Background: an optimization exercise with open tools, aiming at small area, a short achievable clock period and few clock cycles. Do not read the settings as production practice.
Where RTL was checked, it was by simulation tests only, not by an equivalence proof against the original.
Power is estimated from default activity; no workload was simulated.

== violet ==
Design SME, start of the top module:
module SME(clk,reset,chardata,isstring,ispattern,valid,match,match_index);
input clk;
input reset;
input [7:0] chardata;
input isstring;
input ispattern;
output match;
output [4:0] match_index;
output valid;
integer i;
reg [7:0] S [0:31];      
reg [7:0] pst [2:7];     
reg [4:0] off;           
reg [4:0] wp;            
reg       str_ff;        
reg       pat_ff;        
reg [3:0] jcnt;          
reg       rep;           
reg       rend;          
reg       valid_r;
reg       caret;         
reg       stopped;       
reg [31:0] c;            
reg [4:0] b;             
reg [7:0] rb;            
reg       match_r;
reg [4:0] idx_r;
assign valid = valid_r;
assign match = match_r;
assign match_index = idx_r;
function [6:0] pe8;
    input [7:0] v;
    input [23:0] pl;
    reg [7:0] a;
    reg [5:0] q [0:7];       
    integer n, k;
    begin
        a = v;
        for (k = 0; k < 8; k = k + 1) q[k] = {3'd0, pl[3*k +: 3]};
        for (n = 0; n < 3; n = n + 1) begin
            for (k = 0; k < 8; k = k + 1) begin
                if (k % (2 << n) == 0) begin
                    if (!a[k]) q[k] = q[k + (1 << n)];
                    q[k][3 + n] = ~a[k];
                    a[k] = a[k] | a[k + (1 << n)];
                end
            end
        end
        pe8 = {a[0], q[0]};
    end
endfunction
function [3:0] pe4;
    input [3:0] v;
    input [3:0] pb;
    begin
        pe4[3]   = |v;
        pe4[2:1] = v[0] ? 2'd0 : v[1] ? 2'd1 : v[2] ? 2'd2 : 2'd3;
        pe4[0]   = v[0] ? pb[0] : v[1] ? pb[1] : v[2] ? pb[2] : pb[3];
    end
endfunction
function [4:0] add5;
    input [4:0] a, b;
    reg cy;
    integer n;
    begin
        cy = 1'b0;
        for (n = 0; n < 5; n = n + 1) begin
            add5[n] = cy ? ~(a[n] ^ b[n]) : (a[n] ^ b[n]);
            cy = (a[n] ^ b[n]) ? cy : a[n];
        end
    end
endfunction
function [31:0] thermo;
    input [4:0] a;
    reg le;
    integer n, k;
    begin
        for (k = 0; k < 32; k = k + 1) begin
            le = 1'b1;                       
            for (n = 0; n < 5; n = n + 1)
  ...
Size: about 390 flip-flops.
Settings: LEC_CHECK=0, CAP_MARGIN=20, CORE_MARGIN=2, CORE_UTILIZATION=60, CTS_BUF_LIST=sky130_fd_sc_hd__clkbuf_8 sky130_fd_sc_hd__clkbuf_16, CTS_CLUSTER_DIAMETER=60, CTS_CLUSTER_SIZE=20, SETUP_SLACK_MARGIN=3.8, SLEW_MARGIN=20; clock period 6.0 ns.
run.sh (not shown) runs the stock make flow with config.mk's settings and CLKGATE_MAP_FILE= SYNTH_SCRIPT=/design/flow/synth_recipe.tcl, a recipe that flattens the netlist after the stock synthesis.
Testbench counts of violet, summed over its fixed seeds: cycles 3,383.
diff inputs: violet => zinc
# violet
export LEC_CHECK = 0
export CAP_MARGIN = 20
export CORE_MARGIN = 2
export CORE_UTILIZATION = 60
export CTS_BUF_LIST = sky130_fd_sc_hd__clkbuf_8 sky130_fd_sc_hd__clkbuf_16
export CTS_CLUSTER_DIAMETER = 60
export CTS_CLUSTER_SIZE = 20
export SETUP_SLACK_MARGIN = 3.8
export SLEW_MARGIN = 20
create_clock -name core_clock -period 6.0 [get_ports {clk}]
# zinc
export LEC_CHECK = 0
export CAP_MARGIN = 20
export CORE_MARGIN = 2
export CORE_UTILIZATION = 60
export SETUP_SLACK_MARGIN = 3.3
export SLEW_MARGIN = 20
create_clock -name core_clock -period 6.0 [get_ports {clk}]
## What came out
Of the two values seen for worst-path cell with the longest stage delay, clkdlybuf4s50_1 was produced by zinc and a2111o_1 by violet.
Cmp zinc vs violet: final standard cell utilization of the core lower in zinc
zinc: portion of total power attributed to the clock network is 3.5 points higher than what violet reported.
Delta (zinc minus violet): final area lost 11%, combinational share of power lost 8.6 points, highest net fanout along the worst path picked up an extra 4, cell area power density lost about 4%, area of the core neither gained nor lost much.
Between violet and zinc, the global router's overall resource usage is higher for violet.
Input-level comparison between maple and zinc:
# zinc
export LEC_CHECK = 0
export CAP_MARGIN = 20
export CORE_MARGIN = 2
export CORE_UTILIZATION = 60
export SETUP_SLACK_MARGIN = 3.3
export SLEW_MARGIN = 20
create_clock -name core_clock -period 6.0 [get_ports {clk}]
# maple
export LEC_CHECK = 0
export CAP_MARGIN = 20
export CORE_MARGIN = 2
export CORE_UTILIZATION = 60
export CTS_BUF_LIST = sky130_fd_sc_hd__clkbuf_4 sky130_fd_sc_hd__clkbuf_8
export SETUP_SLACK_MARGIN = 3.6
export SLEW_MARGIN = 20
create_clock -name core_clock -period 6.0 [get_ports {clk}]
## What came out
Compared with zinc, maple shows fraction of area in non-clock buffers higher by 2.7 points. maple against zinc: number of vias in the routed layout went up; worst endpoint data arrival time went down; area added between synthesis and finish went up; design area went up; switching part of the total went up. Going from zinc to maple, the core utilization of the finished layout was found to have gone up by 3.5 points. Summary of maple over zinc: half-perimeter wire length of the detailed placement result climbed 530 um, total power rose 0.93 mW. Area occupied by registers delta (zinc -> maple): insignificant. The final period demand of the worst path in maple sits 410 ps below the value recorded for zinc.
## Diff of input files: indigo against maple
# maple
export LEC_CHECK = 0
export CAP_MARGIN = 20
export CORE_MARGIN = 2
export CORE_UTILIZATION = 60
export CTS_BUF_LIST = sky130_fd_sc_hd__clkbuf_4 sky130_fd_sc_hd__clkbuf_8
export SETUP_SLACK_MARGIN = 3.6
export SLEW_MARGIN = 20
create_clock -name core_clock -period 6.0 [get_ports {clk}]
# indigo
export LEC_CHECK = 0
export CAP_MARGIN = 20
export CORE_MARGIN = 2
export CORE_UTILIZATION = 60
export SETUP_SLACK_MARGIN = 3.6
export SLEW_MARGIN = 20
create_clock -name core_clock -period 6.0 [get_ports {clk}]
--- outcome ---
- For sequential standard cell area, indigo and maple come out practically identical.
- Via count across indigo and maple: no real change.
- Sort indigo and maple by via count normalized by instance count, ascending, and maple comes first.
- Route | indigo vs maple | wire longer in indigo
- Compared with maple, indigo shows a post-route minimum period that is 9.1 ps higher.
- Taking maple as the reference, in indigo cell count lower; final area rose by 240 um^2; global-route usage fell 0.41 points.


Another version of the RTL of SME (not shown whole).
Size in the first run: about 2,500 cells after synthesis, about 390 flip-flops, roughly 19 I/O pins, ~21,000 µm² of cells after synthesis.
Settings: LEC_CHECK=0, ABC_AREA=1, CAP_MARGIN=20, CORE_MARGIN=2, CORE_UTILIZATION=60, CTS_BUF_LIST=sky130_fd_sc_hd__clkbuf_8 sky130_fd_sc_hd__clkbuf_16, CTS_CLUSTER_DIAMETER=70, CTS_CLUSTER_SIZE=25, SETUP_SLACK_MARGIN=3.8, SLEW_MARGIN=20; clock period 6.0 ns.
Testbench counts at the start, summed over its fixed seeds: cycles 3,283.
Then changed:
Settings changed: CTS_CLUSTER_DIAMETER 70 to 60, CTS_CLUSTER_SIZE 25 to 20, SETUP_SLACK_MARGIN 3.8 to 3.7.
=> Register-to-register slack gets worse by 0.07 ns; via count went up by 1.0%; core utilization increases by 0.13 points; die area stays the same; design area hardly moves.
Then changed:
Settings changed: SETUP_SLACK_MARGIN 3.7 to 3.8.
Effect: The new run completed with no timing, DRC or antenna violations. Sequential share of layout area stays flat. Register-to-register slack improves by 0.11 ns. Final area barely changes. Core utilization is about the same. Total power stays flat. Final cell count goes up by 0.47%. Die area stays the same. Sequential power goes down by about 0.8%. Routed wire length goes down by 2.7%. Clock-buffer cell count goes up by 2.


Setup of run E:
SME, a different RTL version from the one above (not shown whole).
Size in the first run: about 2000 cells after synthesis, roughly 420 flip-flops, ~19 I/O pins, roughly 22000 um^2 of cells after synthesis.
Design SME, start of the top module:
module SME(clk,reset,chardata,isstring,ispattern,valid,match,match_index);
Settings: LEC_CHECK=0, CAP_MARGIN=20, CORE_MARGIN=2, CORE_UTILIZATION=40, SETUP_SLACK_MARGIN=3.6, SLEW_MARGIN=20; clock period 6.0 ns.
What run A does differently from run E at the input level:
Settings: CORE_UTILIZATION: 40 -> 60.
Notes after the runs:
For pin count of the biggest net entering global routing, dividing the value from run E by the value from run A gives 0.889.
Run A gives more non-clock buffer count than run E did.
Run A | stages: all done | timing, DRC, antenna: all pass
Number of vias per cell after detailed routing of run A exceeds that of run E by more than 10%.
Final standard cell area without fillers for run A is lower than for run E.
Timing startpoint of the critical path = chardata[5]: run E; timing startpoint of the critical path = chardata[4]: run A
Run A: post-place instance area about 1.7% below run E
Run E -> run A: overall die height decreased by more than 10%
Run A: full die area is 19000 um^2 lower than what run E reported.
Clock buffer instance count of the final layout ends up lower on run E.
No functional check of the RTL was part of any run of this note.


Setup of harbor:
Another version of the RTL of SME (not shown whole).
For scale: ~1800 cells after synthesis, about 380 flip-flops, ~19 I/O pins, roughly 0.020 mm² of cells after synthesis.
Settings: LEC_CHECK=0, CAP_MARGIN=20, CORE_MARGIN=2, CORE_UTILIZATION=40, SLEW_MARGIN=20; clock period 6.0 ns.
Both conditions hold for harbor: the flow ran to the end and the final layout passed the timing, DRC and antenna checks.
[inputs] xenon vs harbor
--- a/flow/config.mk
+++ b/flow/config.mk
@@ -7,0 +8 @@
+export ABC_CLOCK_PERIOD_IN_PS = 2000
@@ -10,0 +12 @@
+export SETUP_SLACK_MARGIN = 3.6
Per the comparison of xenon with harbor, sequential logic power -about 1%, number of global-route vias before repair now larger. harbor → xenon: HPWL after detailed placement up about 2%, register-to-register slack up 840 ps, sequential share of layout area down 6.6 points, combinational power up about 54%.
No run of this note included a check of the RTL's function; only the layout flow was run.


Another version of the RTL of SME (not shown whole).
For scale: roughly 1,900 cells after synthesis, roughly 19 I/O pins, ~20,000 um^2 of cells after synthesis.
==> flow/config.mk <==
export PLATFORM = sky130hd
export DESIGN_NAME = SME
export DESIGN_NICKNAME = SME
export VERILOG_FILES = /design/flow/design.v
export SDC_FILE = /design/flow/constraint.sdc
export NUM_CORES = 4
export LEC_CHECK = 0
export CAP_MARGIN = 20
export CORE_MARGIN = 2
export CORE_UTILIZATION = 60
export CTS_BUF_LIST = sky130_fd_sc_hd__clkbuf_8 sky130_fd_sc_hd__clkbuf_16
export CTS_CLUSTER_DIAMETER = 60
export CTS_CLUSTER_SIZE = 20
export SETUP_SLACK_MARGIN = 3.5
export SLEW_MARGIN = 20
==> flow/constraint.sdc <==
create_clock -name core_clock -period 6.0 [get_ports {clk}]
set_input_delay 1.2000 -clock core_clock [delete_from_list [all_inputs] [get_ports {clk}]]
set_output_delay 1.2000 -clock core_clock [all_outputs]
set_load 0.01 [all_outputs]
The baseline passed the timing, DRC and antenna checks.
Change:
--- a/flow/config.mk
+++ b/flow/config.mk
@@ -6,4 +6,5 @@
 export NUM_CORES = 4
 export LEC_CHECK = 0
+export ABC_AREA = 1
 export CAP_MARGIN = 20
 export CORE_MARGIN = 2
@@ -12,4 +13,4 @@
 export CTS_CLUSTER_DIAMETER = 60
 export CTS_CLUSTER_SIZE = 20
-export SETUP_SLACK_MARGIN = 3.5
+export SETUP_SLACK_MARGIN = 3.6
 export SLEW_MARGIN = 20
What happened: The changed run completed with no timing, DRC or antenna violations; register-to-register slack improved by 0.29 ns; total power increases by 3.9%; clock power is higher by about 2%; final area came out higher by 2.1%; core utilization fell by 0.27 points; setup slack is better by 0.24 ns; critical path depth shrinks by 4; global-route usage increases by 2.9 points; synthesized area goes up by about 1.8%; maximum frequency went up by 10%.
Change:
--- a/flow/config.mk
+++ b/flow/config.mk
@@ -6,5 +6,4 @@
 export NUM_CORES = 4
 export LEC_CHECK = 0
-export ABC_AREA = 1
 export CAP_MARGIN = 20
 export CORE_MARGIN = 2
Clock skew hardly moves.
Cell area goes up by 0.70%.
Clock power goes up by 10%.
Critical path depth goes up by 10.
Worst setup slack gets worse by 0.092 ns.
Register-to-register slack gets worse by 0.15 ns.
Worst hold slack gets worse by 0.0034 ns.
Power goes up by 1.4%.
First-iteration DRC count goes down by 30%.
Maximum frequency goes down by 3.8%.
Global-route usage goes down by 3.5 points.
No run of this note included a check of the RTL's function; only the layout flow was run.

re-timing with driven ports:
In the flow no input, the clock included, has a driving cell. The finished layouts below were timed again as built, in two steps. Step 1 sets driving cells, clkbuf_16 on the clock port and buf_2 on the other inputs (assumed; they add their load-dependent delay and slew). Step 2, shift: input delay + t, output delay - t, t = (earliest + latest rising clock arrival at the registers) / 2. This alone moves slack from input paths to output paths. Slacks: no drivers / after step 1 / after step 2; pairs: no drivers / after step 1.
run | t, ns | slack for setup (ns) | worst setup path after step 2
violet | 0.597 | 3.649 / 3.649 / 3.086 | input to register
zinc | 0.616 | 3.172 / 3.202 / 2.586 | input to register
maple | 0.681 | 3.580 / 3.580 / 2.971 | input to register
indigo | 0.627 | 3.571 / 3.581 / 2.981 | input to register
the first run of note 2 | 0.641 | 3.724 / 3.665 / 3.124 | input to register
the second run of note 2 | 0.658 | 3.706 / 3.649 / 3.106 | input to register
the third run of note 2 | 0.653 | 3.725 / 3.667 / 3.170 | input to register
run E | 0.639 | 3.521 / 3.532 / 2.893 | input to register
run A | 0.643 | 3.547 / 3.560 / 2.936 | input to register
harbor | 0.614 | 1.412 / 1.412 / 1.412 | register to register
xenon | 0.613 | 2.256 / 2.256 / 2.256 | register to register
the first run of note 5 | 0.646 | 3.395 / 3.395 / 2.873 | input to register
the second run of note 5 | 0.649 | 3.635 / 3.579 / 3.061 | input to register
the third run of note 5 | 0.602 | 3.543 / 3.543 / 2.993 | input to register
After both steps every run listed still meets setup and hold. The setup slack of run E, which loses most, moves by +0.011 ns with the drivers and by -0.628 ns with both steps.
